What follows belongs to an exercise in optimizing a design on an open flow for small area; a production flow would make more cautious choices.
The RTL was checked by simulation tests, not by an equivalence proof against the original design.
The clock cells of runs 5 to 8 come from the design's own scripts or RTL, not from TritonCTS.
The clock input has no modelled driver; a real chip could not lean on it and would need a root buffer or a full tree.
Power is estimated from default activity; no workload was simulated.

`flow/constraint.sdc`:
```
create_clock -name core_clock -period 16.0 [get_ports {clk}]
set_input_delay 3.2000 -clock core_clock [delete_from_list [all_inputs] [get_ports {clk}]]
set_output_delay 3.2000 -clock core_clock [all_outputs]
set_load 0.01 [all_outputs]
```
`flow/run.sh`:
```
#!/bin/bash
# synth_recipe.tcl (not shown) runs the flow's synth.tcl, then flattens the netlist and writes it again
# the make line also repeats each setting of config.mk as NAME=value (left out here)
make -C /OpenROAD-flow-scripts/flow DESIGN_CONFIG=/design/flow/config.mk WORK_HOME=/design/flow/orfs CLKGATE_MAP_FILE= SYNTH_SCRIPT=/design/flow/synth_recipe.tcl finish
```
`flow/design.v`:
```
module counter(input clk, input rst, output reg[15:0] led, output reg[15:0] display_number);
    reg [31:0] clk_counter;
    always @(posedge clk) begin
        if (rst) begin
            clk_counter <= 0;
            led <= 16'h4888;
            display_number <= 1234;
        end
        else if (clk_counter == 50) begin
            clk_counter <= 0;
            led <= led + 1;
            if (display_number == 9999)
                display_number <= 0;
            else
                display_number <= display_number + 1;
        end
        else begin
            clk_counter <= clk_counter + 1;
        end
    end
endmodule
module print_num(input clk, input rst, output reg[0:3] digit, output reg[0:7] Seven_Seg, input [15:0] display_number);
    wire [7:0] digit_0;
    wire [7:0] digit_1;
    wire [7:0] digit_2;
    wire [7:0] digit_3;
    reg [15:0] clk_counter;
    function [7:0] digit_to_seg(input [3:0] d);
        case(d)
            4'h0: digit_to_seg = 8'b00000011;
            4'h1: digit_to_seg = 8'b10011111;
            4'h2: digit_to_seg = 8'b00100101;
            4'h3: digit_to_seg = 8'b00001101;
            4'h4: digit_to_seg = 8'b10011001;
            4'h5: digit_to_seg = 8'b01001001;
            4'h6: digit_to_seg = 8'b01000001;
            4'h7: digit_to_seg = 8'b00011111;
            4'h8: digit_to_seg = 8'b00000001;
            4'h9: digit_to_seg = 8'b00001001;
            default: digit_to_seg = 0;    
        endcase 
    endfunction 
    assign digit_0 = (display_number % 10);
    assign digit_1 = (display_number % 100) / 10;
    assign digit_2 = (display_number % 1000) / 100;
    assign digit_3 = (display_number / 1000) % 10;
    always @(posedge clk) begin
        if (rst) begin
            digit <= 4'b0000;
            Seven_Seg <= 8'b11111111;
        end
        else if (clk_counter < 1) begin
            digit <= 4'b1000;
            Seven_Seg <= digit_to_seg(digit_3);
        end
        else if (clk_counter < 2) begin
            digit <= 4'b0100;
            Seven_Seg <= digit_to_seg(digit_2);
        end
        else if (clk_counter < 3) begin
            digit <= 4'b0010;
            Seven_Seg <= digit_to_seg(digit_1);
        end
        else begin
            digit <= 4'b0001;
            Seven_Seg <= digit_to_seg(digit_0);
        end
        if (rst)
            clk_counter <= 0;
        else if (clk_counter == 4)
            clk_counter <= 0;
        else
            clk_counter <= clk_counter + 1;
    end
endmodule
module top(clk, rst, led, digit, Seven_Seg);
    input clk;
    input rst;
    output [15:0] led;
    output [0:3] digit;
    output [0:7] Seven_Seg;
    wire [15:0] display_number;
    counter c(
        .clk(clk),
        .rst(rst),
        .led(led),
        .display_number(display_number)
    );
    print_num disp(
        .clk(clk),
        .rst(rst),
        .display_number(display_number),
        .digit(digit),
        .Seven_Seg(Seven_Seg)
    );
endmodule
```
`flow/config.mk`:
```
export PLATFORM = sky130hd
export DESIGN_NAME = top
export DESIGN_NICKNAME = top
export VERILOG_FILES = /design/flow/design.v
export SDC_FILE = /design/flow/constraint.sdc
export NUM_CORES = 4
export LEC_CHECK = 0
export CAP_MARGIN = 20
export CORE_MARGIN = 2
export CORE_UTILIZATION = 40
export SLEW_MARGIN = 20
```
==> flow_summary.toml, run 1 <==
[status]
status = "finished clean"

[timing]
finalCritPeriodShare_pct = 88.44
post-route-worst-setup-slack_ps = 1849
fin_skew_ps = 12.45
fmax_mhz = 70.67
rsz0062_at_grt = "no"
whs_ps = 473.4
fin_setup_tns_ps = 0
min_period_ps = 14150
drv_slew = 0
setup_viol = 0
relSlewSlack_pct = 29.76
hold_viol = 0
timing_worst_slew_pin_value_ps = 1040

[logic_synthesis]
yosys.area_share.simple_pct = 32.31
seq_area_frac_synth_pct = 11.85
synth_seq_cells = 92
synth_fa_ha_area_share_pct = 4.000
synth_top_family_by_area = "compound AO/OA/AOI/OAI gates"
netlist_area_um2 = 15550
synth_edf_count = 0
synth_xor_area_share_pct = 9.569
syn_avg_cell_area_um2 = 6.962
synth_nets = 2275
synthFlopType = "dfxtp_1"
async_flop_share_pct = 0
syn_inst = 2233
synth_warnings = 2
synth-compound-area-share_pct = 34.29
synthMuxAreaShare_pct = 3.115
ys_types = 133

[clocking]
clockBufferDepth = 2
ctsResizeCount = 0
insertion_delay_ps = 360
cts_buffers = 9
path_clk_slew_ps = 80
tritoncts = "yes"
root_buffer = "clkbuf_16"
holdBufCountCts = 0
htree_levels = 3
post_cts_buffers = 0
cts.sinks = 92

[power_and_ir_drop]
leakagePower_nw = 5.780
power_density_nw_per_um2 = 29.57
vdd_drop_max_uv = 59.00
fin_total_pwr_mw = 0.4867

[routing]
drc = 0
wire_per_inst_um = 17.13
drt-pass1-iter-count = 5
final_antenna_net_count = 0
viasPerCell = 6.291
drtIter0Drc = 1367
vias = 17055
wirelength_mm = 46.45

[final_layout]
register_area_um2 = 1842
stdcell_count = 2711
nFillCells = 3996
fin_area_um2 = 16460
diodes = 0
drive_above_1_share_pct = 8.117
multi_input_area_um2 = 12970
area_delta_synth_final_pct = 5.875
final_cell_mix = "236 x nor2_1, 217 x nand2_1, 134 x o21ai_0"
layout.cells.most_common = "nor2_1"
layout.nets = 2230
fin_util_pct = 42.79

[floorplan]
pin_count = 30
row_count = 72
die_h_um = 201.1
core_area_um2 = 38470
die_x_um = 201.1
die_area_um2 = 40460
start_util_pct = 40.41

[placed_design]
post-place-ws_ps = 1769
dp_hpwl_mm = 35.37
place_congestion = 0.9275
placed_area_um2 = 16150
io_buffers = 29
dpl.cell_count = 2695

[setup_path]
endpoint_kind = "register"
ff2ff_setup_slack_ps = 1850
rr_endpoint = "disp.Seven_Seg[4]$_SDFF_PP1_"
worstPathRequired_ps = 16290
cp-start-kind = "register"
path_max_fanout = 27
r2r_cells = 46
crit-reg2reg-launch = "c.display_number[14]$_SDFFE_PP0P_"
path_class = "reg -> reg"
crit_arrival_ps = 14440
crit_path_max_incr_delay_ps = 860
slowest_stage = "dfxtp_1"

[min_path]
hp-class = "reg -> reg"
hold_path_depth = 1
min_from = "disp.clk_counter[0]$_SDFF_PP0_"
hold_path_end = "disp.clk_counter[0]$_SDFF_PP0_"

[global_routing]
grt_max_degree = 49
antenna_found_initial = 0
grt_pass1_vias = 16043
grt_use_total_pct = 22.44
grt_pass1_wl_mm = 78.92
overflow = 0

[run]
maxCapViolCount = 0
[state kept, by name, indices dropped and copies added, names as in the netlist]
register          flops
disp.clk_counter     16
c.display_number     16
disp.Seven_Seg        8
c.clk_counter        32
disp.digit            4
c.led                16
[routing by layer]
layer | up-vias | part of all wire, % | track usage, %
li1 | 8424 | - | -
met2 | 459 | 47 | 38.40
met4 | 0 | 1.5 | 5.635
met3 | 59 | 4.4 | 1.944
met5 | - | 0 | 0
met1 | 8113 | 47 | 30.34
[worst max path at each step]
stage | cells past startpoint | slack (ps) | startpoint | to
6_report | 46 | 1850 | c.display_number[14]$_SDFFE_PP0P_ | disp.Seven_Seg[4]$_SDFF_PP1_
5_1_grt | 46 | 370 | c.display_number[14]$_SDFFE_PP0P_ | disp.Seven_Seg[4]$_SDFF_PP1_
4_1_cts | 46 | 1710 | c.display_number[14]$_SDFFE_PP0P_ | disp.Seven_Seg[4]$_SDFF_PP1_
3_5_place_dp | 46 | 1770 | c.display_number[14]$_SDFFE_PP0P_ | disp.Seven_Seg[4]$_SDFF_PP1_
3_3_place_gp | 46 | 1960 | c.display_number[14]$_SDFFE_PP0P_ | disp.Seven_Seg[4]$_SDFF_PP1_
2_1_floorplan | 53 | 3950 | c.display_number[14]$_SDFFE_PP0P_ | disp.Seven_Seg[2]$_SDFF_PP1_
[area by class of cell]
cell class | count | share of cell area, %
multi-input combinational | 1966 | 78.82
timing repair buffer | 49 | 2.676
clock inverter | 7 | 0.4105
clock buffer | 9 | 1.368
sequential | 92 | 11.19
tap | 518 | 3.938
inverter | 70 | 1.596
[critical path, delay by kind of cell (launching register included)]
family	cells	cell delay, ps
mux	3	790
compound gates	20	6430
simple gates	14	3730
flops	1	860
buf+inv	6	1500
fa+ha+maj	3	740
[Yosys cell counts (19+ instances only)]
cell,number,area (µm²)
a211oi_1,39,292.8
a21oi_1,122,610.6
a31oi_1,37,231.5
and2_1,23,143.9
and3_1,31,193.9
clkbuf_1,63,236.5
dfxtp_1,92,1842
ha_1,40,500.5
inv_1,59,221.5
mux2i_1,36,360.4
nand2_1,217,814.5
nand2b_1,28,175.2
nand3_1,107,535.5
nand4_1,39,244.0
nor2_1,236,885.9
nor3_1,89,445.4
nor4_1,38,237.7
o211ai_1,30,225.2
o21a_1,22,165.2
o21ai_0,134,670.6
o21ai_1,19,95.09
o22ai_1,22,137.6
o31ai_1,24,180.2
or3_1,40,250.2
xnor2_1,103,902.1
xor2_1,60,525.5
[kinds of logic (layout without fill, tap and decap cells)]
kind of cell             count (synthesis)  in the layout
XOR/XNOR                               166            166
buffers and inverters                  175            135
multiplexers                            47             47
AND/OR/NAND/NOR                        973            973
flip-flops                              92             92
AO/OA/AOI/OAI                          728            728
adder cells (fa/ha/maj)                 52             52
[report_power, final]
| part | internal (mW) | switching [mW] | leakage (nW) |
|---|---|---|---|
| sequential | 0.234 | 0.00290 | 0.745 |
| clock | 0.110 | 0.105 | 0.142 |
| combinational | 0.0139 | 0.0208 | 4.89 |
| total | 0.358 | 0.129 | 5.78 |
==> run 2, diff against run 1 <==
==> flow/design.v (replaced) <==
module counter(input clk, input rst, output [15:0] led, output [15:0] nq, output step);
    reg [5:0] p;
    reg [15:0] n;
    reg [15:1] l;
    assign step = p[5] & p[4] & p[1] & p[0];
    function [3:0] bcd_inc(input [3:0] d, input c);
        bcd_inc = {d[3] ^ (c & d[0] & ((d[2] & d[1]) | d[3])),
                   d[2] ^ (c & d[0] & d[1]),
                   d[1] ^ (c & d[0] & ~d[3]),
                   d[0] ^ c};
    endfunction
    wire c1 = step & n[0] & n[3];
    wire c2 = c1 & n[4] & n[7];
    wire c3 = c2 & n[8] & n[11];
    assign led = {l, n[0]} + step;
    assign nq = n;
    always @(posedge clk) begin
        if (rst) begin
            p <= 6'd0;
            n <= 16'h1234;
            l <= 15'h2444;
        end else begin
            p <= step ? 6'd1 : p + 6'd1;
            n <= {bcd_inc(n[15:12], c3), bcd_inc(n[11:8], c2),
                  bcd_inc(n[7:4], c1), bcd_inc(n[3:0], step)};
            l <= led[15:1];
        end
    end
endmodule
module print_num(input clk, input rst, input [15:0] nq, output reg [0:3] digit, output [0:7] Seven_Seg);
    reg z;
    always @(posedge clk) begin
        if (rst) begin
            digit <= 4'b0000;
            z <= 1'b1;
        end else begin
            digit <= {z, digit[0], digit[1], digit[2] | (digit[3] & ~z)};
            z <= digit[3] & ~z;
        end
    end
    wire [3:0] m = ~(({4{digit[0]}} & ~nq[15:12]) | ({4{digit[1]}} & ~nq[11:8]) |
                     ({4{digit[2]}} & ~nq[7:4])   | ({4{digit[3]}} & ~nq[3:0]));
    reg [0:6] s;
    always @(*) begin
        case (m)
            4'd0: s = 7'b0000001;
            4'd1: s = 7'b1001111;
            4'd2: s = 7'b0010010;
            4'd3: s = 7'b0000110;
            4'd4: s = 7'b1001100;
            4'd5: s = 7'b0100100;
            4'd6: s = 7'b0100000;
            4'd7: s = 7'b0001111;
            4'd8: s = 7'b0000000;
            4'd9: s = 7'b0000100;
            default: s = 7'b1111111;
        endcase
    end
    assign Seven_Seg = {s, 1'b1};
endmodule
module top(clk, rst, led, digit, Seven_Seg);
    input clk;
    input rst;
    output [15:0] led;
    output [0:3] digit;
    output [0:7] Seven_Seg;
    wire [15:0] nq;
    wire step;
    counter c(
        .clk(clk),
        .rst(rst),
        .led(led),
        .nq(nq),
        .step(step)
    );
    print_num disp(
        .clk(clk),
        .rst(rst),
        .nq(nq),
        .digit(digit),
        .Seven_Seg(Seven_Seg)
    );
endmodule
==> run 2 against run 1 <==
Compared with the run above: flip-flop and latch count is 50 lower; via count down 91%; critical path depth is 38 lower; cell count is 88% lower; critical path type is now reg -> out.
==> flow_summary.toml, run 2 <==
[timing]
relSlewSlack_pct = 65.48
min_period_ps = 6037
finalCritPeriodShare_pct = 37.73
fin_skew_ps = 5.009
post-route-worst-setup-slack_ps = 9963
setup_viol = 0
fmax_mhz = 165.6
whs_ps = 456.3
fin_setup_tns_ps = 0
drv_slew = 0
rsz0062_at_grt = "no"
timing_worst_slew_pin_value_ps = 517.8
hold_viol = 0

[routing]
wire_per_inst_um = 11.34
drt-pass1-iter-count = 4
drt-met1-wl_mm = 1.747
drc = 0
wirelength_mm = 3.698
vias = 1548
viasPerCell = 4.748
dr_wl_met2_mm = 1.687
drtIter0Drc = 68
top_layer_used = "met4"
final_antenna_net_count = 0
wl_met3_um = 193

[run]
maxCapViolCount = 0

[power_and_ir_drop]
seqPwrFrac_pct = 46.6
leakagePower_nw = 1.001
power.internal_mw = 0.1818
vdd_drop_max_uv = 57.04
power_density_nw_per_um2 = 89.87
comb_power_share_pct = 8.4
p_switching_mw = 0.04756
clockPowerShare_pct = 45.0
switching_share_pct = 20.73

[setup_path]
endpoint_kind = "primary output"
worstPathRequired_ps = 12800
cp-start-kind = "register"
ff2ff_setup_slack_ps = 13600
path_class = "reg -> out"
path_max_fanout = 7
crit_arrival_ps = 2840

[global_routing]
grt_pass1_wl_mm = 6.189
grt_pass1_vias = 1414
overflow = 0
antenna_found_initial = 0
grt_max_degree = 42
grt_use_total_pct = 14.40

[final_layout]
fin_area_um2 = 2552
diodes = 0
multi_input_area_um2 = 1156
final_cell_mix = "42 x dfxtp_1, 28 x clkdlybuf4s50_1, 20 x nor2_1"
reg.largest.list = "c.n (16), c.l (15), c.p (6)"
nFillCells = 491
stdcell_count = 326
drive_above_1_share_pct = 8.984
register_area_um2 = 840.8
largest-register = "c.n"
area_delta_synth_final_pct = 24.09
layout.nets = 268
largest_reg_flops = 16
layout.cells.most_common = "dfxtp_1"

[logic_synthesis]
synthTopCellsByCount = "42 x dfxtp_1, 20 x nor2_1, 18 x nor2b_1"
synth_warnings = 2
seq_area_frac_synth_pct = 40.88
syn_inst = 224
yosysTopAreaCell = "dfxtp_1"
synth_seq_cells = 42
syn_avg_cell_area_um2 = 9.183
async_flop_share_pct = 0
netlist_area_um2 = 2057
synth_area_leaders = "dfxtp_1 41%, ha_1 6.7%, xor2_1 5.5%"
synthFlopType = "dfxtp_1"
yosysMostFrequentCell = "dfxtp_1"
ys_types = 34
synth_top_area_share_pct = 40.88
synth_nets = 237
synth_edf_count = 0

[floorplan]
start_util_pct = 40.79
pin_count = 30
die_x_um = 75.71
die_area_um2 = 5732
die_h_um = 75.71
row_count = 26
core_area_um2 = 5042

[clocking]
clockBufferDepth = 2
holdBufCountCts = 0
root_buffer = "clkbuf_8"
post_cts_buffers = 0
htree_levels = 2
cts.sinks = 42
cts_buffers = 5
tritoncts = "yes"
ctsResizeCount = 0
path_clk_slew_ps = 80
insertion_delay_ps = 290

[placed_design]
place_congestion = 0.7917
dpl.cell_count = 318
post-place-ws_ps = 10260
dp_hpwl_mm = 2.642
io_buffers = 28
placed_area_um2 = 2410

[status]
status = "finished clean"

[min_path]
hp-class = "reg -> reg"
run 2: cell families (layout without fill, tap and decap cells):
group                    after synthesis  after routing  synth area share (%)
AND/OR/NAND/NOR                      100            100                 27.37
multiplexers                           8              8                 4.015
buffers and inverters                 15             47                 2.920
other                                  1              1                0.1823
flip-flops                            42             42                 40.88
AO/OA/AOI/OAI                         23             23                 7.725
adder cells (fa/ha/maj)               11             11                 6.691
XOR/XNOR                              24             24                 10.22
run 2: final cells by class:
type | count | area share (%)
multi-input cells | 167 | 45.29
flip-flops and latches | 42 | 32.94
repair buffers | 29 | 11.27
well taps | 70 | 3.431
clock buffers | 6 | 3.235
clock inverters | 2 | 2.353
inverters | 10 | 1.471
run 2: layer usage:
layer | GRT usage, % | vias to the layer above
met2 | 24.06 | 32
met5 | 0 | -
met4 | 5.263 | 0
met1 | 17.35 | 709
li1 | - | 801
met3 | 4.630 | 6
run 2: power by group through the flow:
stage	logic [mW]	clock network, mW	registers, mW
floorplan	0.0119	0	0.109
global placement	0.0195	0	0.109
detailed placement	0.0196	0	0.109
CTS	0.0197	0.107	0.107
global route	0.0217	0.110	0.107
finish	0.0194	0.103	0.107
run 2: path summary, 6_finish.rpt:
path	from	end	depth (start not counted)
worst max-delay path	c.p[1]$_SDFF_PP0_	led[14]	8
worst min-delay path	disp.z$_SDFF_PP1_	disp.digit[0]$_SDFF_PP0_	2
worst max register to register	c.p[0]$_SDFF_PP0_	c.n[13]$_SDFF_PP0_	11
worst min register to register	disp.z$_SDFF_PP1_	disp.digit[0]$_SDFF_PP0_	2
run 2: critical path, stage by stage, from the launching register on:
cell and delay [ps]:
dfxtp_1 400, and4_1 220, ha_1 270, ha_1 220, and2_1 240, nand3_1 130, nor3_1 340, xor2_1 170
clkdlybuf4s50_1 550
run 2: through the flow:
step / util (%) / power, mW
floorplan: - / 0.1212
CTS: 50.62 / 0.2332
global placement: 47.79 / 0.1289
global route: 50.62 / 0.2388
finish: 50.62 / 0.2294
detailed placement: 47.79 / 0.1290
==> run 3, diff against run 2 <==
==> flow/flow/run.sh (new file) <==
#!/bin/bash
# Own layout flow: the standard synthesis, then a stronger area-oriented
# re-mapping of the combinational cells (flip-flops kept as they are), then the
# standard layout with small port buffers and a small clock tree.
set -euo pipefail
W=$(pwd)
R=$W/orfs/results/$FLOW_PLATFORM/top/base
YOSYS=$(command -v yosys || echo $FLOW_HOME/../tools/install/yosys/bin/yosys)
LIB=$FLOW_HOME/platforms/$FLOW_PLATFORM/lib/sky130_fd_sc_hd__tt_025C_1v80.lib

# 1. standard synthesis up to the flattened netlist
bash standard.sh $R/1_2_yosys.v > $W/synth_standard.log 2>&1
cp $R/1_2_yosys.v $W/yosys_standard.v

# 2. re-map the combinational logic
DU=""
for c in $(sed -n '/^export DONT_USE_CELLS/,/^#/p' $FLOW_HOME/platforms/$FLOW_PLATFORM/config.mk | grep -o 'sky130_fd_sc_hd__[a-z0-9_]*'); do
  DU="$DU -dont_use $c"
done
cat > $W/remap.ys <<EOT
read_liberty -ignore_miss_func $LIB
blackbox sky130_fd_sc_hd__df* sky130_fd_sc_hd__edf* sky130_fd_sc_hd__sdf* sky130_fd_sc_hd__dl* sky130_fd_sc_hd__sedf*
read_verilog $W/yosys_standard.v
hierarchy -top $FLOW_TOP
flatten
rename -hide w:_*_.*
opt_clean -purge
abc -liberty $LIB $DU -script $W/flow/remap.abc
rename -hide w:_*_.*
opt_clean -purge
hilomap -singleton -hicell sky130_fd_sc_hd__conb_1 HI -locell sky130_fd_sc_hd__conb_1 LO
insbuf -buf sky130_fd_sc_hd__buf_1 A X
stat -liberty $LIB
write_verilog -noattr -noexpr -nohex -nodec $W/yosys_remapped.v
EOT
$YOSYS -s $W/remap.ys > $W/remap.log 2>&1
# the re-mapped netlist must read back cleanly
$YOSYS -p "read_liberty -lib $LIB; read_verilog $W/yosys_remapped.v; hierarchy -top $FLOW_TOP; check -assert" > $W/remap_check.log 2>&1
cp $W/yosys_remapped.v $R/1_2_yosys.v

# 3. the rest of the standard layout
export BUFFER_PORTS_ARGS="-buffer_cell sky130_fd_sc_hd__buf_1"
export CTS_ARGS="-sink_clustering_enable -repair_clock_nets -dont_use_dummy_load -root_buf sky130_fd_sc_hd__clkbuf_4 -buf_list sky130_fd_sc_hd__clkbuf_4 -sink_clustering_size 30 -sink_clustering_max_diameter 100"
bash standard.sh > $W/layout.log 2>&1
==> flow/flow/remap.abc (new file) <==
strash
&get -n
&deepsyn -T 30
&put
dch -f
amap
==> flow/standard.sh (new file) <==
#!/bin/bash
# synth_recipe.tcl (not shown) runs the flow's synth.tcl, then flattens the netlist and writes it again
# the make line also repeats each setting of config.mk as NAME=value (left out here)
make -C /OpenROAD-flow-scripts/flow DESIGN_CONFIG=/design/flow/config.mk WORK_HOME=/design/flow/orfs CLKGATE_MAP_FILE= SYNTH_SCRIPT=/design/flow/synth_recipe.tcl "${@:-finish}"
removed: flow/run.sh
==> run 3 against run 2 <==
Compared with the run above: flip-flop and latch count stayed put; largest cell class is now registers; total power down 29%; wire length fell by 16%; maximum frequency fell by 12%.
==> flow_summary.toml, run 3 <==
[timing]
drv_slew = 0
finalCritPeriodShare_pct = 42.69
min_period_ps = 6830
setup_viol = 0
fmax_mhz = 146.4
post-route-worst-setup-slack_ps = 9170
fin_skew_ps = 20.95
hold_viol = 0
fin_setup_tns_ps = 0
rsz0062_at_grt = "no"

[clocking]
htree_levels = 2
tritoncts = "yes"
insertion_delay_ps = 350
path_clk_slew_ps = 100
ctsResizeCount = 0
cts_buffers = 5
cts.sinks = 42
root_buffer = "clkbuf_4"
holdBufCountCts = 0
post_cts_buffers = 0
clockBufferDepth = 2

[global_routing]
grt_pass1_vias = 1236
overflow = 0
grt_pass1_wl_mm = 5.106
grt_use_total_pct = 14.95
antenna_found_initial = 0
grt_max_degree = 33

[final_layout]
layout.cells.most_common = "nor2_1"
largest_reg_flops = 16
layout.nets = 259
final_cell_mix = "46 x nor2_1, 42 x dfxtp_1, 35 x clkinv_1"
largest-register = "c.n"
area_delta_synth_final_pct = 12.56
drive_above_1_share_pct = 2.353
diodes = 0
stdcell_count = 305
reg.largest.list = "c.n (16), c.l (15), c.p (6)"

[placed_design]
place_congestion = 0.8019
post-place-ws_ps = 9532
dpl.cell_count = 300
dp_hpwl_mm = 2.250
io_buffers = 28

[power_and_ir_drop]
p_switching_mw = 0.03919
switching_share_pct = 24.01
power_density_nw_per_um2 = 87.15
vdd_drop_max_uv = 37.38
fin_total_pwr_mw = 0.1632
seqPwrFrac_pct = 65.1
power.internal_mw = 0.1240
leakagePower_nw = 0.6915
comb_power_share_pct = 7.1
clockPowerShare_pct = 27.7

[floorplan]
core_area_um2 = 4000
die_x_um = 68.50
row_count = 23
start_util_pct = 41.60
die_h_um = 68.50
pin_count = 30
die_area_um2 = 4692

[routing]
final_antenna_net_count = 0
viasPerCell = 4.734
wirelength_mm = 3.095
wire_per_inst_um = 10.15
drtIter0Drc = 40
vias = 1444
drc = 0
drt-pass1-iter-count = 4

[logic_synthesis]
syn_inst = 222
syn_avg_cell_area_um2 = 7.496
synth_warnings = 2
synth_nets = 224
netlist_area_um2 = 1664

[run]
maxCapViolCount = 0

[setup_path]
cp-start-kind = "register"
path_class = "reg -> out"
r2r_cells = 24
worstPathRequired_ps = 12800
crit_arrival_ps = 3630
endpoint_kind = "primary output"
path_max_fanout = 5

[min_path]
hp-class = "reg -> reg"
hold_path_depth = 1

[status]
status = "finished clean"
-- run 3: path summary, 6_finish.rpt --
path	to	start	slack, ps
worst max-delay path	led[15]	c.p[0]$_SDFF_PP0_	9170
worst max register to register	c.l[14]$_SDFF_PP1_	c.p[0]$_SDFF_PP0_	12670
worst min-delay path	c.p[0]$_SDFF_PP0_	c.p[0]$_SDFF_PP0_	460
worst min register to register	c.p[0]$_SDFF_PP0_	c.p[0]$_SDFF_PP0_	460
-- run 3: area by class of cell --
cell class                 count  area, µm²
fill                         431       2127
sequential                    42      840.8
multi-input combinational    144      688.2
inverter                      35      131.4
timing repair buffer          29      112.6
tap                           50      62.56
clock buffer                   5      37.54
-- run 3: worst max-delay path: stages (launching register included) --
cell	delay (ps)
dfxtp_1	330
and2_0	200
nand3_1	160
clkinv_1	90
nand2_1	140
clkinv_1	120
nand2_1	110
clkinv_1	110
and3_1	210
nand2_1	90
clkinv_1	70
nand2_1	80
clkinv_1	100
and3_1	210
nand2_1	90
clkinv_1	80
nand2_1	80
clkinv_1	100
and3_1	210
nand2_1	90
clkinv_1	70
nand2_1	80
clkinv_1	70
nand2_1	100
nand2_1	50
o21ai_0	90
buf_1	180
-- run 3: metal layers --
| metal | GRT usage [%] | share of wire, % | wire length [µm] |
|---|---|---|---|
| met4 | 7.500 | 2.2 | 67 |
| met3 | 6.006 | 5.3 | 163 |
| met2 | 22.60 | 43 | 1340 |
| met1 | 18.32 | 49 | 1523 |
| met5 | 0 | 0 | 0 |
-- run 3: metrics by stage --
| stage | utilization, % | area (µm²) | hold WS, ps |
|---|---|---|---|
| final | 46.83 | 1873 | 459.6 |
| after global routing | 46.83 | 1873 | 494.0 |
| after CTS | 46.83 | 1873 | 464.7 |
| after detailed placement | 45.89 | 1836 | 449.3 |
| after global placement | 45.89 | 1836 | 447.2 |
| after floorplan | - | 1664 | 418.1 |
-- run 3: power by group through the flow --
stage               clock (mW)  sequential (mW)  combinational (mW)
global placement             0            0.109              0.0117
finish                  0.0453            0.106              0.0116
floorplan                    0            0.109             0.00722
global route            0.0520            0.106              0.0134
CTS                     0.0476            0.106              0.0118
detailed placement           0            0.109              0.0118
==> run 4, diff against run 3 <==
--- a/flow/design.v
+++ b/flow/design.v
@@ -1,8 +1,8 @@
-module counter(input clk, input rst, output [15:0] led, output [15:0] nq, output step);
+module counter(input clk, input rst, input r0, output [15:0] led, output [15:0] nq, output step);
     reg [5:0] p;
     reg [15:0] n;
     reg [15:1] l;
-    assign step = p[5] & p[4] & p[1] & p[0];
+    assign step = (&p[3:0]) & ~r0;
     function [3:0] bcd_inc(input [3:0] d, input c);
         bcd_inc = {d[3] ^ (c & d[0] & ((d[2] & d[1]) | d[3])),
                    d[2] ^ (c & d[0] & d[1]),
@@ -16,28 +16,27 @@
     assign nq = n;
     always @(posedge clk) begin
         if (rst) begin
-            p <= 6'd0;
+            p <= 6'b001111;
             n <= 16'h1234;
             l <= 15'h2444;
         end else begin
-            p <= step ? 6'd1 : p + 6'd1;
+            p <= {p[4:0], p[0] ^ p[5] ^ (p[1] & p[3])};
             n <= {bcd_inc(n[15:12], c3), bcd_inc(n[11:8], c2),
                   bcd_inc(n[7:4], c1), bcd_inc(n[3:0], step)};
             l <= led[15:1];
         end
     end
 endmodule
-module print_num(input clk, input rst, input [15:0] nq, output reg [0:3] digit, output [0:7] Seven_Seg);
-    reg z;
+module print_num(input clk, input rst, input [15:0] nq, output [0:3] digit, output [0:7] Seven_Seg, output r0);
+    reg [2:0] q;
     always @(posedge clk) begin
-        if (rst) begin
-            digit <= 4'b0000;
-            z <= 1'b1;
-        end else begin
-            digit <= {z, digit[0], digit[1], digit[2] | (digit[3] & ~z)};
-            z <= digit[3] & ~z;
-        end
+        if (rst)
+            q <= 3'b000;
+        else
+            q <= {q[1], q[0], ~(q[2] & (q[1] | q[0]))};
     end
+    assign digit = {q[0] & ~q[1], q[1] & ~q[2], q[2] & q[0], q[2] & ~q[0]};
+    assign r0 = ~(q[2] | q[0]);
     wire [3:0] m = ~(({4{digit[0]}} & ~nq[15:12]) | ({4{digit[1]}} & ~nq[11:8]) |
                      ({4{digit[2]}} & ~nq[7:4])   | ({4{digit[3]}} & ~nq[3:0]));
     reg [0:6] s;
@@ -66,9 +65,11 @@
     output [0:7] Seven_Seg;
     wire [15:0] nq;
     wire step;
+    wire r0;
     counter c(
         .clk(clk),
         .rst(rst),
+        .r0(r0),
         .led(led),
         .nq(nq),
         .step(step)
@@ -78,6 +79,7 @@
         .rst(rst),
         .nq(nq),
         .digit(digit),
-        .Seven_Seg(Seven_Seg)
+        .Seven_Seg(Seven_Seg),
+        .r0(r0)
     );
 endmodule
--- a/flow/flow/run.sh
+++ b/flow/flow/run.sh
@@ -40,5 +40,5 @@
 
 # 3. the rest of the standard layout
 export BUFFER_PORTS_ARGS="-buffer_cell sky130_fd_sc_hd__buf_1"
-export CTS_ARGS="-sink_clustering_enable -repair_clock_nets -dont_use_dummy_load -root_buf sky130_fd_sc_hd__clkbuf_4 -buf_list sky130_fd_sc_hd__clkbuf_4 -sink_clustering_size 30 -sink_clustering_max_diameter 100"
+export CTS_ARGS="-sink_clustering_enable -repair_clock_nets -dont_use_dummy_load -root_buf sky130_fd_sc_hd__clkbuf_8 -buf_list sky130_fd_sc_hd__clkbuf_8 -sink_clustering_size 50 -sink_clustering_max_diameter 500"
 bash standard.sh > $W/layout.log 2>&1
==> run 4 against run 3 <==
Compared with the run above: still clean; clock power is 28% higher; global-route usage fell by 0.44 points; register-to-register slack improved by 300 ps; total power up 10%; wire length shrank 4.2%; clock-buffer cell count did not move; die area is 2.1% lower; final area down 0.27%; maximum frequency grew 6.0%; combinational power is 65% higher; largest cell class unchanged; largest power group unchanged.
==> flow_summary.toml, run 4 <==
[logic_synthesis]
netlist_area_um2 = 1628
synth_nets = 218
syn_avg_cell_area_um2 = 7.536
syn_inst = 216
synth_warnings = 2

[final_layout]
largest_reg_flops = 16
stdcell_count = 299
reg.largest.list = "c.n (16), c.l (15), c.p (6)"
layout.nets = 253
nFillCells = 439
diodes = 0
final_cell_mix = "40 x dfxtp_1, 37 x clkinv_1, 36 x nor2_1"
fin_area_um2 = 1868
layout.cells.most_common = "dfxtp_1"
drive_above_1_share_pct = 2.410
area_delta_synth_final_pct = 14.76
largest-register = "c.n"

[global_routing]
grt_use_total_pct = 14.52
overflow = 0
grt_pass1_vias = 1155
grt_pass1_wl_mm = 4.940
grt_max_degree = 34
antenna_found_initial = 0

[clocking]
root_buffer = "clkbuf_8"
tritoncts = "yes"
holdBufCountCts = 0
clockBufferDepth = 2
htree_levels = 2
cts_buffers = 5
ctsResizeCount = 0
path_clk_slew_ps = 70
post_cts_buffers = 0
cts.sinks = 40
insertion_delay_ps = 280

[floorplan]
die_area_um2 = 4595
die_x_um = 67.79
start_util_pct = 40.99
core_area_um2 = 3971
pin_count = 30
die_h_um = 67.79
row_count = 23

[routing]
final_antenna_net_count = 0
viasPerCell = 4.716
drc = 0
vias = 1410
drtIter0Drc = 66
drt-pass1-iter-count = 4
wirelength_mm = 2.964
wire_per_inst_um = 9.913

[timing]
fmax_mhz = 155.2
fin_skew_ps = 14.38
hold_viol = 0
min_period_ps = 6444
drv_slew = 0
setup_viol = 0
finalCritPeriodShare_pct = 40.28
whs_ps = 442.0
rsz0062_at_grt = "no"
fin_setup_tns_ps = 0

[status]
status = "finished clean"

[placed_design]
dpl.cell_count = 294
dp_hpwl_mm = 2.200
placed_area_um2 = 1799
io_buffers = 28
place_congestion = 0.7473

[setup_path]
crit_top_cell = "nand2_1"
crit_path_max_incr_delay_ps = 320
rr_endpoint = "c.l[14]$_SDFF_PP1_"
cp-start-kind = "register"
crit-reg2reg-launch = "disp.q[0]$_SDFF_PP0_"
crit_path_end = "led[15]"
endpoint_kind = "primary output"
crit_arrival_ps = 3240
ff2ff_setup_slack_ps = 12970
startpoint = "disp.q[0]$_SDFF_PP0_"
worstPathRequired_ps = 12800
r2r_cells = 23
slowest_stage = "dfxtp_1"
path_max_fanout = 4
path_class = "reg -> out"

[power_and_ir_drop]
vdd_drop_max_uv = 53.12
power_density_nw_per_um2 = 96.54
leakagePower_nw = 0.6930

[min_path]
hold_path_depth = 1
min_from = "c.p[2]$_SDFF_PP1_"
hp-class = "reg -> reg"

[run]
maxCapViolCount = 0
run 4: how the worst min path moves through the flow:
stage                   endpoint  slack [ps]
2_1_floorplan  c.p[5]$_SDFF_PP0_         410
3_3_place_gp   c.p[5]$_SDFF_PP0_         420
3_5_place_dp   c.p[5]$_SDFF_PP0_         420
4_1_cts        c.p[3]$_SDFF_PP1_         450
5_1_grt        c.p[5]$_SDFF_PP0_         460
6_report       c.p[3]$_SDFF_PP1_         440
run 4: metrics by stage:
| step | total power [mW] | setup slack, ps | utilization (%) |
|---|---|---|---|
| after floorplan | 0.1181 | 10150 | - |
| after global placement | 0.1247 | 9921 | 45.31 |
| after detailed placement | 0.1246 | 9832 | 45.31 |
| after CTS | 0.1825 | 9519 | 47.04 |
| after global routing | 0.1892 | 9070 | 47.04 |
| final | 0.1803 | 9556 | 47.04 |
run 4: where the power goes:
| group | internal (mW) | switching (mW) | total (mW) |
|---|---|---|---|
| registers | 0.102 | 0.00146 | 0.103 |
| clock network | 0.0281 | 0.0299 | 0.0580 |
| logic | 0.00653 | 0.0126 | 0.0191 |
| total | 0.136 | 0.0439 | 0.180 |
run 4: layer usage:
| metal | up-vias | track usage [%] | part of all wire, % |
|---|---|---|---|
| met3 | 5 | 4.500 | 5.4 |
| met5 | - | 0 | 0 |
| met1 | 597 | 18.87 | 52 |
| met4 | 0 | 6.750 | 1.9 |
| li1 | 776 | - | - |
| met2 | 32 | 21.94 | 40 |
run 4: final cells by class:
cell class / count / area (µm²) / area share, %
Timing Repair Buffer: 29 / 112.6 / 6.028
Multi-Input combinational cell: 138 / 684.4 / 36.64
Inverter: 37 / 138.9 / 7.435
Clock buffer: 5 / 68.82 / 3.684
Tap cell: 50 / 62.56 / 3.349
Sequential cell: 40 / 800.8 / 42.87
run 4: critical path, delay by kind of cell (launching register included):
family	cells	cell delay, ps
AND/OR/NAND/NOR	13	1530
buffers and inverters	10	960
flip-flops	1	320
AO/OA/AOI/OAI	2	160
==> run 5, diff against run 4 <==
--- a/flow/flow/run.sh
+++ b/flow/flow/run.sh
@@ -39,6 +39,10 @@
 cp $W/yosys_remapped.v $R/1_2_yosys.v
 
 # 3. the rest of the standard layout
-export BUFFER_PORTS_ARGS="-buffer_cell sky130_fd_sc_hd__buf_1"
-export CTS_ARGS="-sink_clustering_enable -repair_clock_nets -dont_use_dummy_load -root_buf sky130_fd_sc_hd__clkbuf_8 -buf_list sky130_fd_sc_hd__clkbuf_8 -sink_clustering_size 50 -sink_clustering_max_diameter 500"
+export PRE_GLOBAL_PLACE_TCL=$W/flow/input_buffers.tcl
+export BUFFER_PORTS_ARGS="-outputs -buffer_cell sky130_fd_sc_hd__buf_1"
+export PRE_CTS_TCL=$W/flow/clock_buffers.tcl
+export CLOCK_BUFFERS=2
+export CLOCK_BUFFER_CELL=sky130_fd_sc_hd__clkbuf_8
+#export CTS_ARGS="-sink_clustering_enable -repair_clock_nets -dont_use_dummy_load -root_buf sky130_fd_sc_hd__clkbuf_4 -buf_list sky130_fd_sc_hd__clkbuf_4 -sink_clustering_size 30 -sink_clustering_max_diameter 100"
 bash standard.sh > $W/layout.log 2>&1
==> flow/flow/clock_buffers.tcl (new file) <==
# Sourced by ORFS's cts.tcl before clock tree synthesis (PRE_CTS_TCL). In place of the
# H-tree that clock_tree_synthesis builds (a root buffer and four leaf buffers even for a few
# dozen flip-flops), the clock port drives CLOCK_BUFFERS buffers of type CLOCK_BUFFER_CELL,
# each placed at the centre of the flip-flops it drives; the flip-flops are split into groups
# by position. Every flip-flop sees the same single buffer stage.
set block [ord::get_db_block]
set db [ord::get_db]
set clk_net [$block findNet [get_name [get_ports clk]]]
set n $::env(CLOCK_BUFFERS)
set master [$db findMaster $::env(CLOCK_BUFFER_CELL)]

set sinks {}
foreach it [$clk_net getITerms] {
  set loc [[$it getInst] getLocation]
  lappend sinks [list [lindex $loc 0] [lindex $loc 1] $it]
}
set sinks [lsort -integer -index 0 $sinks]
set total [llength $sinks]
puts "clock_buffers: $total sinks, $n buffers of $::env(CLOCK_BUFFER_CELL)"

for {set i 0} {$i < $n} {incr i} {
  set first [expr {$i * $total / $n}]
  set last [expr {($i + 1) * $total / $n - 1}]
  set group [lrange $sinks $first $last]
  set inst [odb::dbInst_create $block $master "clkbuf_${i}_clk"]
  set net [odb::dbNet_create $block "clknet_${i}_clk"]
  $net setSigType CLOCK
  set sx 0
  set sy 0
  foreach s $group {
    set it [lindex $s 2]
    $it disconnect
    $it connect $net
    incr sx [lindex $s 0]
    incr sy [lindex $s 1]
  }
  [$inst findITerm A] connect $clk_net
  [$inst findITerm X] connect $net
  set cnt [llength $group]
  $inst setLocation [expr {$sx / $cnt}] [expr {$sy / $cnt}]
  $inst setPlacementStatus PLACED
  puts "clock_buffers: clkbuf_${i}_clk drives $cnt flip-flops"
}
global_connect

# the buffers are in place: clock_tree_synthesis has nothing left to do
rename clock_tree_synthesis orfs_clock_tree_synthesis
proc clock_tree_synthesis { args } {
  puts "clock_buffers: clock_tree_synthesis skipped, the clock buffers are already in place"
}
==> flow/flow/input_buffers.tcl (new file) <==
# Sourced by ORFS's global_place.tcl before port buffering (PRE_GLOBAL_PLACE_TCL). The input
# ports get a buffer strong enough for the reset net's fanout; buffer_ports then buffers the
# outputs (BUFFER_PORTS_ARGS -outputs) with the smallest buffer.
buffer_ports -inputs -buffer_cell sky130_fd_sc_hd__buf_2
--- a/flow/config.mk
+++ b/flow/config.mk
@@ -6,6 +6,7 @@
 export NUM_CORES = 4
 export LEC_CHECK = 0
 export CAP_MARGIN = 20
-export CORE_MARGIN = 2
-export CORE_UTILIZATION = 40
+export CORE_AREA = 2 2 60 60
+export DIE_AREA = 0 0 62 62
+export GPL_TIMING_DRIVEN = 0
 export SLEW_MARGIN = 20
==> run 5 against run 4 <==
Compared with the run above: first-iteration DRC count shrank 39%; critical path depth is the same; still clean; sequential power is essentially flat; highest routed layer unchanged; register-to-register slack lost 100 ps; maximum frequency grew 0.21%; critical endpoint unchanged; final area shrank 2.6%; worst hold slack gained 19 ps; sequential share of layout area grew 1.1 points; combinational power is essentially flat; flip-flop and latch count is the same; clock power shrank 39%.
==> flow_summary.toml, run 5 <==
[status]
status = "finished clean"

[logic_synthesis]
syn_avg_cell_area_um2 = 7.536
syn_inst = 216
synth_nets = 218
netlist_area_um2 = 1628
synth_warnings = 2

[floorplan]
die_h_um = 62
start_util_pct = 49.56
row_count = 21
die_area_um2 = 3844
core_area_um2 = 3284
die_x_um = 62
pin_count = 30

[power_and_ir_drop]
leakagePower_nw = 0.6706
power_density_nw_per_um2 = 86.83
vdd_drop_max_uv = 55.76
fin_total_pwr_mw = 0.1580

[timing]
relSlewSlack_pct = 61.62
drv_slew = 0
fin_skew_ps = 4.110
fin_setup_tns_ps = 0
hold_viol = 0
finalCritPeriodShare_pct = 40.19
setup_viol = 0
fmax_mhz = 155.5
min_period_ps = 6431
whs_ps = 460.6
rsz0062_at_grt = "no"
post-route-worst-setup-slack_ps = 9569
timing_worst_slew_pin_value_ps = 575.6

[routing]
final_antenna_net_count = 0
vias = 1437
viasPerCell = 4.921
wirelength_mm = 3.134
drtIter0Drc = 40
drt-pass1-iter-count = 4
wire_per_inst_um = 10.73
drc = 0

[final_layout]
fin_area_um2 = 1819
drive_above_1_share_pct = 1.220
layout.cells.most_common = "dfxtp_1"
nFillCells = 354
layout.nets = 250
largest_reg_flops = 16
diodes = 0
reg.largest.list = "c.n (16), c.l (15), c.p (6)"
area_delta_synth_final_pct = 11.76
largest-register = "c.n"
final_cell_mix = "40 x dfxtp_1, 37 x clkinv_1, 36 x nor2_1"

[placed_design]
placed_area_um2 = 1792
dp_hpwl_mm = 2.438
place_congestion = 0.7597
io_buffers = 28
post-place-ws_ps = 9747

[global_routing]
grt_use_total_pct = 16.51
antenna_found_initial = 0
overflow = 0
grt_max_degree = 34
grt_pass1_vias = 1216
grt_pass1_wl_mm = 5.043

[clocking]
insertion_delay_ps = 170
ctsResizeCount = 0
holdBufCountCts = 0
path_clk_slew_ps = 110
post_cts_buffers = 0

[setup_path]
path_max_fanout = 4
cp-start-kind = "register"
path_class = "reg -> out"
crit_arrival_ps = 3230
endpoint_kind = "primary output"
worstPathRequired_ps = 12800

[run]
maxCapViolCount = 0

[min_path]
hp-class = "reg -> reg"
## run 5: path summary, 6_finish.rpt
check / slack [ps] / start / cells past startpoint / endpoint
worst max register to register: 12870 / disp.q[0]$_SDFF_PP0_ / 23 / c.l[14]$_SDFF_PP1_
worst min register to register: 460 / c.p[4]$_SDFF_PP0_ / 1 / c.p[5]$_SDFF_PP0_
worst max-delay path: 9570 / disp.q[0]$_SDFF_PP0_ / 25 / led[15]
worst min-delay path: 460 / c.p[4]$_SDFF_PP0_ / 1 / c.p[5]$_SDFF_PP0_
## run 5: cell type report
type	instances	area, µm²	share of cell area (%)
well taps	46	57.56	3.164
inverters	37	138.9	7.634
flip-flops and latches	40	800.8	44.02
multi-input cells	138	684.4	37.62
plain buffers	3	31.28	1.719
repair buffers	28	106.4	5.846
## run 5: through the flow
stage,instances,utilization (%)
global route,292,55.39
global placement,290,54.55
CTS,292,55.39
detailed placement,290,54.55
finish,292,55.39
floorplan,216,-
## run 5: power by group
part / total (mW) / internal, mW / leakage (nW) / switching (mW)
Clock: 0.0353 / 0.0117 / 0.0144 / 0.0236
Combinational: 0.0193 / 0.00646 / 0.331 / 0.0128
Sequential: 0.103 / 0.102 / 0.325 / 0.00154
## run 5: metal layers
metal | up-vias | part of all wire, % | GRT usage [%]
met5 | - | 0 | 0
li1 | 769 | - | -
met4 | 0 | 0.61 | 0.9119
met1 | 650 | 46 | 20.54
met2 | 16 | 50 | 32.14
met3 | 2 | 2.7 | 1.242
## run 5: critical path: stages, from the launching register on
cell and delay (ps):
dfxtp_1 330, clkinv_1 80, a211oi_1 80, nand2_1 150, clkinv_1 150, nand2_1 110
clkinv_1 100, and3_1 210, nand2_1 90, clkinv_1 70, nand2_1 90, clkinv_1 120
and3_1 220, nand2_1 90, clkinv_1 70, nand2_1 80, clkinv_1 110, and3_1 220
nand2_1 90, clkinv_1 70, nand2_1 80, clkinv_1 70, nand2_1 100, nand2_1 50
o21ai_0 80, buf_1 170
==> run 6, diff against run 5 <==
==> flow/flow/input_buffers.tcl (replaced) <==
# Sourced by ORFS's global_place.tcl before port buffering (PRE_GLOBAL_PLACE_TCL). Removes the
# buffers synthesis left (as timing-driven global placement does), then gives the input ports
# a buffer strong enough for the reset net's fanout; buffer_ports then buffers the outputs
# (BUFFER_PORTS_ARGS -outputs) with the smallest buffer.
remove_buffers
buffer_ports -inputs -buffer_cell sky130_fd_sc_hd__buf_2
==> run 6 against run 5 <==
Compared with the run above: still clean; first-iteration DRC count grew 13%; flip-flop and latch count is the same; worst setup slack lost 99 ps; total power grew 0.48%; combinational power is essentially flat; synthesized cell count is the same; synthesized area is the same; worst hold slack lost 6.6 ps; wire length shrank 1.6%; utilization shrank 0.11 points; highest routed layer unchanged.
==> flow_summary.toml, run 6 <==
[floorplan]
pin_count = 30
die_h_um = 62
row_count = 21
core_area_um2 = 3284
start_util_pct = 49.56
die_x_um = 62
die_area_um2 = 3844

[timing]
hold_viol = 0
finalCritPeriodShare_pct = 40.81
whs_ps = 454.0
fin_skew_ps = 6.374
timing_worst_slew_pin_value_ps = 557.6
min_period_ps = 6530
fmax_mhz = 153.1
setup_viol = 0
rsz0062_at_grt = "no"
fin_setup_tns_ps = 0
drv_slew = 0
relSlewSlack_pct = 62.82

[clocking]
post_cts_buffers = 0
path_clk_slew_ps = 120
ctsResizeCount = 0
holdBufCountCts = 0
insertion_delay_ps = 170

[logic_synthesis]
syn_avg_cell_area_um2 = 7.536
netlist_area_um2 = 1628
synth_nets = 218
syn_inst = 216
synth_warnings = 2

[routing]
vias = 1421
viasPerCell = 4.883
drc = 0
wire_per_inst_um = 10.60
wirelength_mm = 3.084
drt-pass1-iter-count = 4
final_antenna_net_count = 0
drtIter0Drc = 45

[setup_path]
crit_arrival_ps = 3330
path_max_fanout = 4
ff2ff_setup_slack_ps = 12790
path_class = "reg -> out"
r2r_cells = 25
endpoint_kind = "primary output"
worstPathRequired_ps = 12800
rr_endpoint = "c.l[15]$_SDFF_PP0_"
crit-reg2reg-launch = "disp.q[2]$_SDFF_PP0_"
cp-start-kind = "register"

[final_layout]
layout.nets = 249
multi_input_area_um2 = 684.4
register_area_um2 = 800.8
drive_above_1_share_pct = 1.224
fin_util_pct = 55.28
reg.largest.list = "c.n (16), c.l (15), c.p (6)"
nFillCells = 322
largest-register = "c.n"
layout.cells.most_common = "dfxtp_1"
area_delta_synth_final_pct = 11.53
largest_reg_flops = 16
final_cell_mix = "40 x dfxtp_1, 37 x clkinv_1, 36 x nor2_1"
diodes = 0

[placed_design]
dp_hpwl_mm = 2.372
io_buffers = 28
place_congestion = 0.7576

[global_routing]
grt_use_total_pct = 16.17
grt_max_degree = 34
grt_pass1_vias = 1111
grt_pass1_wl_mm = 4.878
overflow = 0
antenna_found_initial = 0

[power_and_ir_drop]
vdd_drop_max_uv = 57.89
leakagePower_nw = 0.6694
power_density_nw_per_um2 = 87.42

[min_path]
hp-class = "reg -> reg"
hold_path_end = "disp.q[2]$_SDFF_PP0_"
min_from = "disp.q[1]$_SDFF_PP0_"
hold_path_depth = 2

[status]
status = "finished clean"

[run]
maxCapViolCount = 0
-- run 6: cell types whose count changed in the layout (fill, tap and decap cells not counted), sizes merged --
cell	previous run	this run
buf	29	28
-- run 6: through the flow --
stage                     cells  area (µm²)  worst slack (ps)  power [mW]
after floorplan             216        1628             10150      0.1181
final                       291        1815              9470      0.1587
after CTS                   291        1815              9692      0.1514
after detailed placement    289        1788              9700      0.1247
after global placement      289        1788              9861      0.1240
after global routing        291        1815              8953      0.1670
-- run 6: cell type report --
type	instances	share of cell area (%)
Sequential cell	40	44.11
Multi-Input combinational cell	138	37.70
Inverter	37	7.650
Timing Repair Buffer	28	5.858
Tap cell	46	3.170
Buffer	2	1.516
-- run 6: layer usage --
metal  track usage, %  vias up  part of all wire [%]
li1                 -      767                     -
met1            22.58      626                    47
met2            28.42       25                    47
met3            1.242        3                   5.0
met4            1.216        0                  0.94
met5                0        -                     0
-- run 6: worst max-delay path by stage --
| stage | from | endpoint | depth (start not counted) |
|---|---|---|---|
| after floorplan | disp.q[2]$_SDFF_PP0_ | led[15] | 23 |
| after global placement | disp.q[2]$_SDFF_PP0_ | led[15] | 24 |
| after detailed placement | disp.q[2]$_SDFF_PP0_ | led[15] | 24 |
| after CTS | disp.q[2]$_SDFF_PP0_ | led[15] | 24 |
| after global routing | disp.q[2]$_SDFF_PP0_ | led[15] | 24 |
| final | disp.q[2]$_SDFF_PP0_ | led[15] | 24 |
-- run 6: report_power, final --
group | internal [mW] | switching, mW
combinational | 0.00640 | 0.0126
sequential | 0.102 | 0.00152
clock | 0.0117 | 0.0247
-- run 6: critical path, stage by stage (launching register included) --
cell	delay, ps
dfxtp_1	390
clkinv_1	120
a211oi_1	340
nand2_1	180
clkinv_1	130
nand2_1	70
clkinv_1	70
and3_1	200
nand2_1	80
clkinv_1	50
nand2_1	60
clkinv_1	80
and3_1	210
nand2_1	80
clkinv_1	50
nand2_1	60
clkinv_1	70
and3_1	220
nand2_1	90
clkinv_1	60
nand2_1	60
clkinv_1	50
nand2_1	70
o21ai_0	190
buf_1	170
==> run 7, diff against run 6 <==
--- a/flow/flow/run.sh
+++ b/flow/flow/run.sh
@@ -39,8 +39,7 @@
 cp $W/yosys_remapped.v $R/1_2_yosys.v
 
 # 3. the rest of the standard layout
-export PRE_GLOBAL_PLACE_TCL=$W/flow/input_buffers.tcl
-export BUFFER_PORTS_ARGS="-outputs -buffer_cell sky130_fd_sc_hd__buf_1"
+export BUFFER_PORTS_ARGS="-buffer_cell sky130_fd_sc_hd__buf_1"
 export PRE_CTS_TCL=$W/flow/clock_buffers.tcl
 export CLOCK_BUFFERS=2
 export CLOCK_BUFFER_CELL=sky130_fd_sc_hd__clkbuf_8
--- a/flow/config.mk
+++ b/flow/config.mk
@@ -8,5 +8,4 @@
 export CAP_MARGIN = 20
 export CORE_AREA = 2 2 60 60
 export DIE_AREA = 0 0 62 62
-export GPL_TIMING_DRIVEN = 0
 export SLEW_MARGIN = 20
removed: flow/flow/input_buffers.tcl
==> run 7 against run 6 <==
Compared with the run above: clock skew shrank 0.84 ps; via count rose by 2.3%; worst hold slack improved by 3.5 ps; register-to-register slack improved by 80 ps; critical path depth unchanged; critical endpoint unchanged; largest cell class unchanged.
==> flow_summary.toml, run 7 <==
[power_and_ir_drop]
seqPwrFrac_pct = 65.5
p_switching_mw = 0.03768
clockPowerShare_pct = 22.3
leakagePower_nw = 0.6714
vdd_drop_max_uv = 80.69
switching_share_pct = 23.89
fin_total_pwr_mw = 0.1577
comb_power_share_pct = 12.2
power.internal_mw = 0.1201
power_density_nw_per_um2 = 86.58

[floorplan]
pin_count = 30
die_area_um2 = 3844
die_h_um = 62
die_x_um = 62
start_util_pct = 49.56
row_count = 21
core_area_um2 = 3284

[final_layout]
drive_above_1_share_pct = 1.220
largest_reg_flops = 16
final_cell_mix = "40 x dfxtp_1, 37 x clkinv_1, 36 x nor2_1"
reg.largest.list = "c.n (16), c.l (15), c.p (6)"
layout.cells.most_common = "dfxtp_1"
fin_area_um2 = 1822
area_delta_synth_final_pct = 11.91
fin_util_pct = 55.47
largest-register = "c.n"
layout.nets = 250
diodes = 0

[placed_design]
placed_area_um2 = 1794
io_buffers = 28
dp_hpwl_mm = 2.386
place_congestion = 0.7471

[timing]
fmax_mhz = 155.2
fin_skew_ps = 5.529
fin_setup_tns_ps = 0
rsz0062_at_grt = "no"
min_period_ps = 6445
setup_viol = 0
hold_viol = 0
finalCritPeriodShare_pct = 40.28
drv_slew = 0

[routing]
drt-pass1-iter-count = 4
drc = 0
wl_met3_um = 102
drt-met1-wl_mm = 1.401
final_antenna_net_count = 0
vias = 1453
top_layer_used = "met4"
wirelength_mm = 3.072
drtIter0Drc = 72
viasPerCell = 4.976
dr_wl_met2_mm = 1.539
wire_per_inst_um = 10.52

[global_routing]
grt_max_degree = 34
grt_pass1_vias = 1206
antenna_found_initial = 0
grt_use_total_pct = 16.45
overflow = 0
grt_pass1_wl_mm = 5.043

[status]
status = "finished clean"

[setup_path]
path_max_fanout = 4
crit_arrival_ps = 3240
worstPathRequired_ps = 12800
crit-reg2reg-launch = "disp.q[2]$_SDFF_PP0_"
ff2ff_setup_slack_ps = 12870
cp-start-kind = "register"
endpoint_kind = "primary output"
path_class = "reg -> out"
r2r_cells = 24
rr_endpoint = "c.l[15]$_SDFF_PP0_"

[clocking]
insertion_delay_ps = 170
path_clk_slew_ps = 110
post_cts_buffers = 0
ctsResizeCount = 0
holdBufCountCts = 0

[logic_synthesis]
synth_nets = 218
syn_inst = 216
syn_avg_cell_area_um2 = 7.536
netlist_area_um2 = 1628
synth_warnings = 2

[min_path]
hold_path_end = "c.p[2]$_SDFF_PP1_"
min_from = "c.p[1]$_SDFF_PP1_"
hold_path_depth = 1
hp-class = "reg -> reg"

[run]
maxCapViolCount = 0
[run 7: final cells by class]
class | instances | area (µm²)
fill | 329 | 1463
sequential | 40 | 800.8
multi-input combinational | 138 | 684.4
inverter | 37 | 138.9
timing repair buffer | 29 | 112.6
tap | 46 | 57.56
buffer | 2 | 27.53
[run 7: power groups by stage]
stage / Combinational (mW) / Clock (mW) / Sequential [mW]
global route: 0.0224 / 0.0407 / 0.104
CTS: 0.0194 / 0.0267 / 0.106
detailed placement: 0.0194 / 0 / 0.106
floorplan: 0.0129 / 0 / 0.105
finish: 0.0193 / 0.0352 / 0.103
global placement: 0.0187 / 0 / 0.106
[run 7: per-stage QoR]
stage,hold slack [ps],cells,setup WS [ps]
after CTS,441.3,292,9725
after detailed placement,441.1,290,9723
final,457.5,292,9555
after floorplan,413.8,216,10150
after global placement,429.9,290,9896
after global routing,474.3,292,9012
[run 7: how the worst max path moves through the flow]
| stage | end | start | depth (start not counted) | slack (ps) |
|---|---|---|---|---|
| after floorplan | led[15] | disp.q[2]$_SDFF_PP0_ | 23 | 10150 |
| after global placement | led[15] | c.p[1]$_SDFF_PP1_ | 25 | 9900 |
| after detailed placement | led[15] | disp.q[2]$_SDFF_PP0_ | 24 | 9720 |
| after CTS | led[15] | disp.q[2]$_SDFF_PP0_ | 24 | 9720 |
| after global routing | led[15] | disp.q[2]$_SDFF_PP0_ | 24 | 9010 |
| final | led[15] | disp.q[2]$_SDFF_PP0_ | 24 | 9560 |
[run 7: worst max-delay path: stages, from the launching register on]
cell	delay, ps
dfxtp_1	380
clkinv_1	110
a211oi_1	320
nand2_1	170
clkinv_1	120
nand2_1	70
clkinv_1	70
and3_1	200
nand2_1	80
clkinv_1	50
nand2_1	60
clkinv_1	70
and3_1	210
nand2_1	80
clkinv_1	50
nand2_1	60
clkinv_1	70
and3_1	200
nand2_1	80
clkinv_1	50
nand2_1	60
clkinv_1	50
nand2_1	70
o21ai_0	190
buf_1	170
[run 7: metal layers]
layer	vias to the layer above	global-route usage (%)
met3	3	1.242
met2	22	30.65
li1	778	-
met5	-	0
met1	650	21.50
met4	0	1.216
==> run 8, diff against run 7 <==
--- a/flow/flow/run.sh
+++ b/flow/flow/run.sh
@@ -17,7 +17,12 @@
 for c in $(sed -n '/^export DONT_USE_CELLS/,/^#/p' $FLOW_HOME/platforms/$FLOW_PLATFORM/config.mk | grep -o 'sky130_fd_sc_hd__[a-z0-9_]*'); do
   DU="$DU -dont_use $c"
 done
-cat > $W/remap.ys <<EOT
+# one re-mapping per ABC script in flow/remap_*.abc, run side by side; the smallest is kept
+best=""
+best_area=""
+for abc in $W/flow/remap_*.abc; do
+  k=$(basename $abc .abc)
+  cat > $W/$k.ys <<EOT
 read_liberty -ignore_miss_func $LIB
 blackbox sky130_fd_sc_hd__df* sky130_fd_sc_hd__edf* sky130_fd_sc_hd__sdf* sky130_fd_sc_hd__dl* sky130_fd_sc_hd__sedf*
 read_verilog $W/yosys_standard.v
@@ -25,23 +30,37 @@
 flatten
 rename -hide w:_*_.*
 opt_clean -purge
-abc -liberty $LIB $DU -script $W/flow/remap.abc
+abc -liberty $LIB $DU -script $abc
 rename -hide w:_*_.*
 opt_clean -purge
 hilomap -singleton -hicell sky130_fd_sc_hd__conb_1 HI -locell sky130_fd_sc_hd__conb_1 LO
 insbuf -buf sky130_fd_sc_hd__buf_1 A X
-stat -liberty $LIB
-write_verilog -noattr -noexpr -nohex -nodec $W/yosys_remapped.v
+tee -o $W/$k.stat stat -liberty $LIB
+write_verilog -noattr -noexpr -nohex -nodec $W/$k.v
 EOT
-$YOSYS -s $W/remap.ys > $W/remap.log 2>&1
+  $YOSYS -s $W/$k.ys > $W/$k.log 2>&1 &
+done
+wait
+for abc in $W/flow/remap_*.abc; do
+  k=$(basename $abc .abc)
+  area=$(grep -s "Chip area" $W/$k.stat | awk '{print $NF}' || true)
+  echo "$k $area" >> $W/remap_areas.txt
+  [[ -n "$area" && -s $W/$k.v ]] || continue
+  if [[ -z "$best" ]] || awk -v a=$area -v b=$best_area 'BEGIN { exit !(a < b) }'; then
+    best=$k
+    best_area=$area
+  fi
+done
+echo "kept $best" >> $W/remap_areas.txt
+cp $W/$best.v $W/yosys_remapped.v
 # the re-mapped netlist must read back cleanly
 $YOSYS -p "read_liberty -lib $LIB; read_verilog $W/yosys_remapped.v; hierarchy -top $FLOW_TOP; check -assert" > $W/remap_check.log 2>&1
 cp $W/yosys_remapped.v $R/1_2_yosys.v
 
 # 3. the rest of the standard layout
-export BUFFER_PORTS_ARGS="-buffer_cell sky130_fd_sc_hd__buf_1"
+export PRE_GLOBAL_PLACE_TCL=$W/flow/input_buffers.tcl
+export BUFFER_PORTS_ARGS="-outputs -buffer_cell sky130_fd_sc_hd__buf_1"
 export PRE_CTS_TCL=$W/flow/clock_buffers.tcl
 export CLOCK_BUFFERS=2
 export CLOCK_BUFFER_CELL=sky130_fd_sc_hd__clkbuf_8
-#export CTS_ARGS="-sink_clustering_enable -repair_clock_nets -dont_use_dummy_load -root_buf sky130_fd_sc_hd__clkbuf_4 -buf_list sky130_fd_sc_hd__clkbuf_4 -sink_clustering_size 30 -sink_clustering_max_diameter 100"
 bash standard.sh > $W/layout.log 2>&1
==> flow/flow/input_buffers.tcl (new file) <==
# Sourced by ORFS's global_place.tcl before port buffering (PRE_GLOBAL_PLACE_TCL). Removes the
# buffers synthesis left (as timing-driven global placement does), then gives the input ports
# a buffer strong enough for the reset net's fanout; buffer_ports then buffers the outputs
# (BUFFER_PORTS_ARGS -outputs) with the smallest buffer.
remove_buffers
buffer_ports -inputs -buffer_cell sky130_fd_sc_hd__buf_2
==> flow/flow/remap_a.abc (new file) <==
strash
&get -n
&deepsyn -T 30
&put
dch -f
amap
==> flow/flow/remap_b.abc (new file) <==
strash
&get -n
&deepsyn -T 30
&put
strash
dch -f -p
amap
==> flow/flow/remap_c.abc (new file) <==
strash
&get -n
&deepsyn -T 30 -S 13
&put
dch -f
amap
==> flow/flow/remap_d.abc (new file) <==
strash
&get -n
&deepsyn -T 60
&put
dch -f
amap
&get -n
&deepsyn -T 60
&put
dch -f
amap
--- a/flow/config.mk
+++ b/flow/config.mk
@@ -8,4 +8,5 @@
 export CAP_MARGIN = 20
 export CORE_AREA = 2 2 60 60
 export DIE_AREA = 0 0 62 62
+export GPL_TIMING_DRIVEN = 0
 export SLEW_MARGIN = 20
removed: flow/flow/remap.abc
==> run 8 against run 7 <==
Compared with the run above: still clean on timing, DRC and antenna; synthesized cell count is the same; final area shrank 0.76%; die area is the same; worst hold slack lost 4.8 ps; worst setup slack gained 98 ps; utilization shrank 0.42 points; global-route usage shrank 0.81 points; sequential share of layout area grew 0.33 points; wire length shrank 3.3%; clock power is essentially flat; clock skew shrank 2.8 ps.
==> flow_summary.toml, run 8 <==
[power_and_ir_drop]
switching_share_pct = 23.80
comb_power_share_pct = 12.2
vdd_drop_max_uv = 82.28
leakagePower_nw = 0.6956
seqPwrFrac_pct = 65.6
power_density_nw_per_um2 = 86.99
p_switching_mw = 0.03743
clockPowerShare_pct = 22.2
power.internal_mw = 0.1198
fin_total_pwr_mw = 0.1573

[clocking]
holdBufCountCts = 0
post_cts_buffers = 0
insertion_delay_ps = 160
path_clk_slew_ps = 110
ctsResizeCount = 0

[final_layout]
fin_area_um2 = 1808
largest-register = "c.n"
diodes = 0
area_delta_synth_final_pct = 11.58
reg.largest.list = "c.n (16), c.l (15), c.p (6)"
drive_above_1_share_pct = 1.224
stdcell_count = 291
largest_reg_flops = 16
fin_util_pct = 55.05
layout.cells.most_common = "nor2_1"
nFillCells = 329
layout.nets = 249
final_cell_mix = "42 x nor2_1, 40 x dfxtp_1, 34 x clkinv_1"

[setup_path]
worstPathCellList = "clkinv_1 -> a211oi_1 -> nand2_1 -> clkinv_1 -> nand2_1 -> clkinv_1 -> and3_1 -> nand2_1 -> clkinv_1 -> nand2_1 -> clkinv_1 -> and3_1 -> nand2_1 -> clkinv_1 -> nand2_1 -> clkinv_1 -> and3_1 -> nand2_1 -> clkinv_1 -> nand2_1 -> clkinv_1 -> nand2_1 -> o21ai_0 -> buf_1"
endpoint_kind = "primary output"
path_max_fanout = 4
path_class = "reg -> out"
rr_endpoint = "c.l[14]$_SDFF_PP1_"
r2r_cells = 23
slowest_stage = "dfxtp_1"
crit_buf_inv = 10
crit_arrival_ps = 3150
cp-start-kind = "register"
crit-reg2reg-launch = "disp.q[0]$_SDFF_PP0_"
worstPathRequired_ps = 12800
ff2ff_setup_slack_ps = 12960
crit_path_max_incr_delay_ps = 350
cp_top_family = "simple AND/OR/NAND/NOR gates"

[routing]
drt-met1-wl_mm = 1.426
dr_wl_met2_mm = 1.395
viasPerCell = 4.890
final_antenna_net_count = 0
drc = 0
wire_per_inst_um = 10.21
vias = 1423
wl_met3_um = 126
wirelength_mm = 2.970
drt-pass1-iter-count = 4
drtIter0Drc = 52
top_layer_used = "met4"

[logic_synthesis]
syn_inst = 216
syn_avg_cell_area_um2 = 7.501
synth_warnings = 2
netlist_area_um2 = 1620
synth_nets = 218

[timing]
hold_viol = 0
rsz0062_at_grt = "no"
min_period_ps = 6346
relSlewSlack_pct = 63.09
timing_worst_slew_pin_value_ps = 553.7
post-route-worst-setup-slack_ps = 9654
whs_ps = 452.7
drv_slew = 0
fin_skew_ps = 2.717
finalCritPeriodShare_pct = 39.67
setup_viol = 0
fmax_mhz = 157.6
fin_setup_tns_ps = 0

[placed_design]
placed_area_um2 = 1780
dp_hpwl_mm = 2.276
post-place-ws_ps = 9845
dpl.cell_count = 289
io_buffers = 28
place_congestion = 0.8053

[min_path]
hold_path_end = "c.p[3]$_SDFF_PP1_"
hold_path_depth = 1
hp-class = "reg -> reg"
min_from = "c.p[2]$_SDFF_PP1_"

[global_routing]
grt_max_degree = 34
grt_use_total_pct = 15.64
grt_pass1_wl_mm = 4.761
overflow = 0
grt_pass1_vias = 1136
antenna_found_initial = 0

[floorplan]
start_util_pct = 49.33
die_h_um = 62
core_area_um2 = 3284
row_count = 21
die_area_um2 = 3844
pin_count = 30
die_x_um = 62

[status]
status = "finished clean"

[run]
maxCapViolCount = 0
run 8: power groups by stage:
stage	Combinational (mW)	Clock (mW)	Sequential (mW)
6_report	0.0192	0.0349	0.103
5_1_grt	0.0223	0.0410	0.104
4_1_cts	0.0193	0.0267	0.105
3_5_place_dp	0.0192	0	0.105
3_3_place_gp	0.0185	0	0.105
2_1_floorplan	0.0130	0	0.105
run 8: layout make-up:
cell class / instances / area [µm²] / area share, %
Sequential cell: 40 / 800.8 / 44.29
Multi-Input combinational cell: 141 / 688.2 / 38.06
Inverter: 34 / 127.6 / 7.059
Timing Repair Buffer: 28 / 106.4 / 5.882
Tap cell: 46 / 57.56 / 3.183
Buffer: 2 / 27.53 / 1.522
run 8: metal layers:
layer | up-vias | GRT usage [%]
met4 | 0 | 2.432
met3 | 2 | 1.656
met2 | 30 | 28.42
met1 | 624 | 20.26
met5 | - | 0
li1 | 767 | -
run 8: worst max-delay path by stage:
stage / from / to / depth (start not counted)
floorplan: disp.q[2]$_SDFF_PP0_ / led[15] / 23
global placement: disp.q[2]$_SDFF_PP0_ / led[15] / 24
detailed placement: disp.q[0]$_SDFF_PP0_ / led[15] / 25
CTS: disp.q[2]$_SDFF_PP0_ / led[15] / 24
global route: disp.q[2]$_SDFF_PP0_ / led[15] / 24
finish: disp.q[2]$_SDFF_PP0_ / led[15] / 24

static timing again, ports no longer ideal:
How much do the figures lean on ideal ports? The routed layouts below were timed once more, with nothing changed but the port constraints.
Step 1 sets driving cells, clkbuf_16 on the clock port and buf_2 on the other inputs (assumed; they add their load-dependent delay and slew).
Step 2 adds t to the input delays and takes it off the output delays; t is the mean of the earliest and latest rising clock arrival at the registers after step 1. Input paths then give back, and output paths get back, about the clock's delay inside the block.
Slacks: ideal / step 1 / step 2; pairs: ideal / step 1.
run	t (ns)	setup WS [ns]	hold WS [ns]	worst setup path after step 2	pins driven straight from the clock port
run 1	0.400	1.849 / 1.849 / 1.849	0.473 / 0.473 / 0.473	register to register	1
run 2	0.319	9.963 / 9.937 / 10.255	0.456 / 0.456 / 0.456	register to output	1
run 3	0.364	9.170 / 9.145 / 9.509	0.460 / 0.460 / 0.460	register to output	1
run 4	0.302	9.556 / 9.529 / 9.831	0.442 / 0.442 / 0.442	register to output	1
run 5	0.200	9.569 / 9.534 / 9.733	0.461 / 0.461 / 0.461	register to output	2
run 6	0.203	9.470 / 9.435 / 9.638	0.454 / 0.454 / 0.454	register to output	2
run 7	0.201	9.555 / 9.519 / 9.720	0.457 / 0.457 / 0.457	register to output	2
run 8	0.196	9.654 / 9.621 / 9.816	0.453 / 0.453 / 0.453	register to output	2
After both steps setup and hold are still met in every run listed.
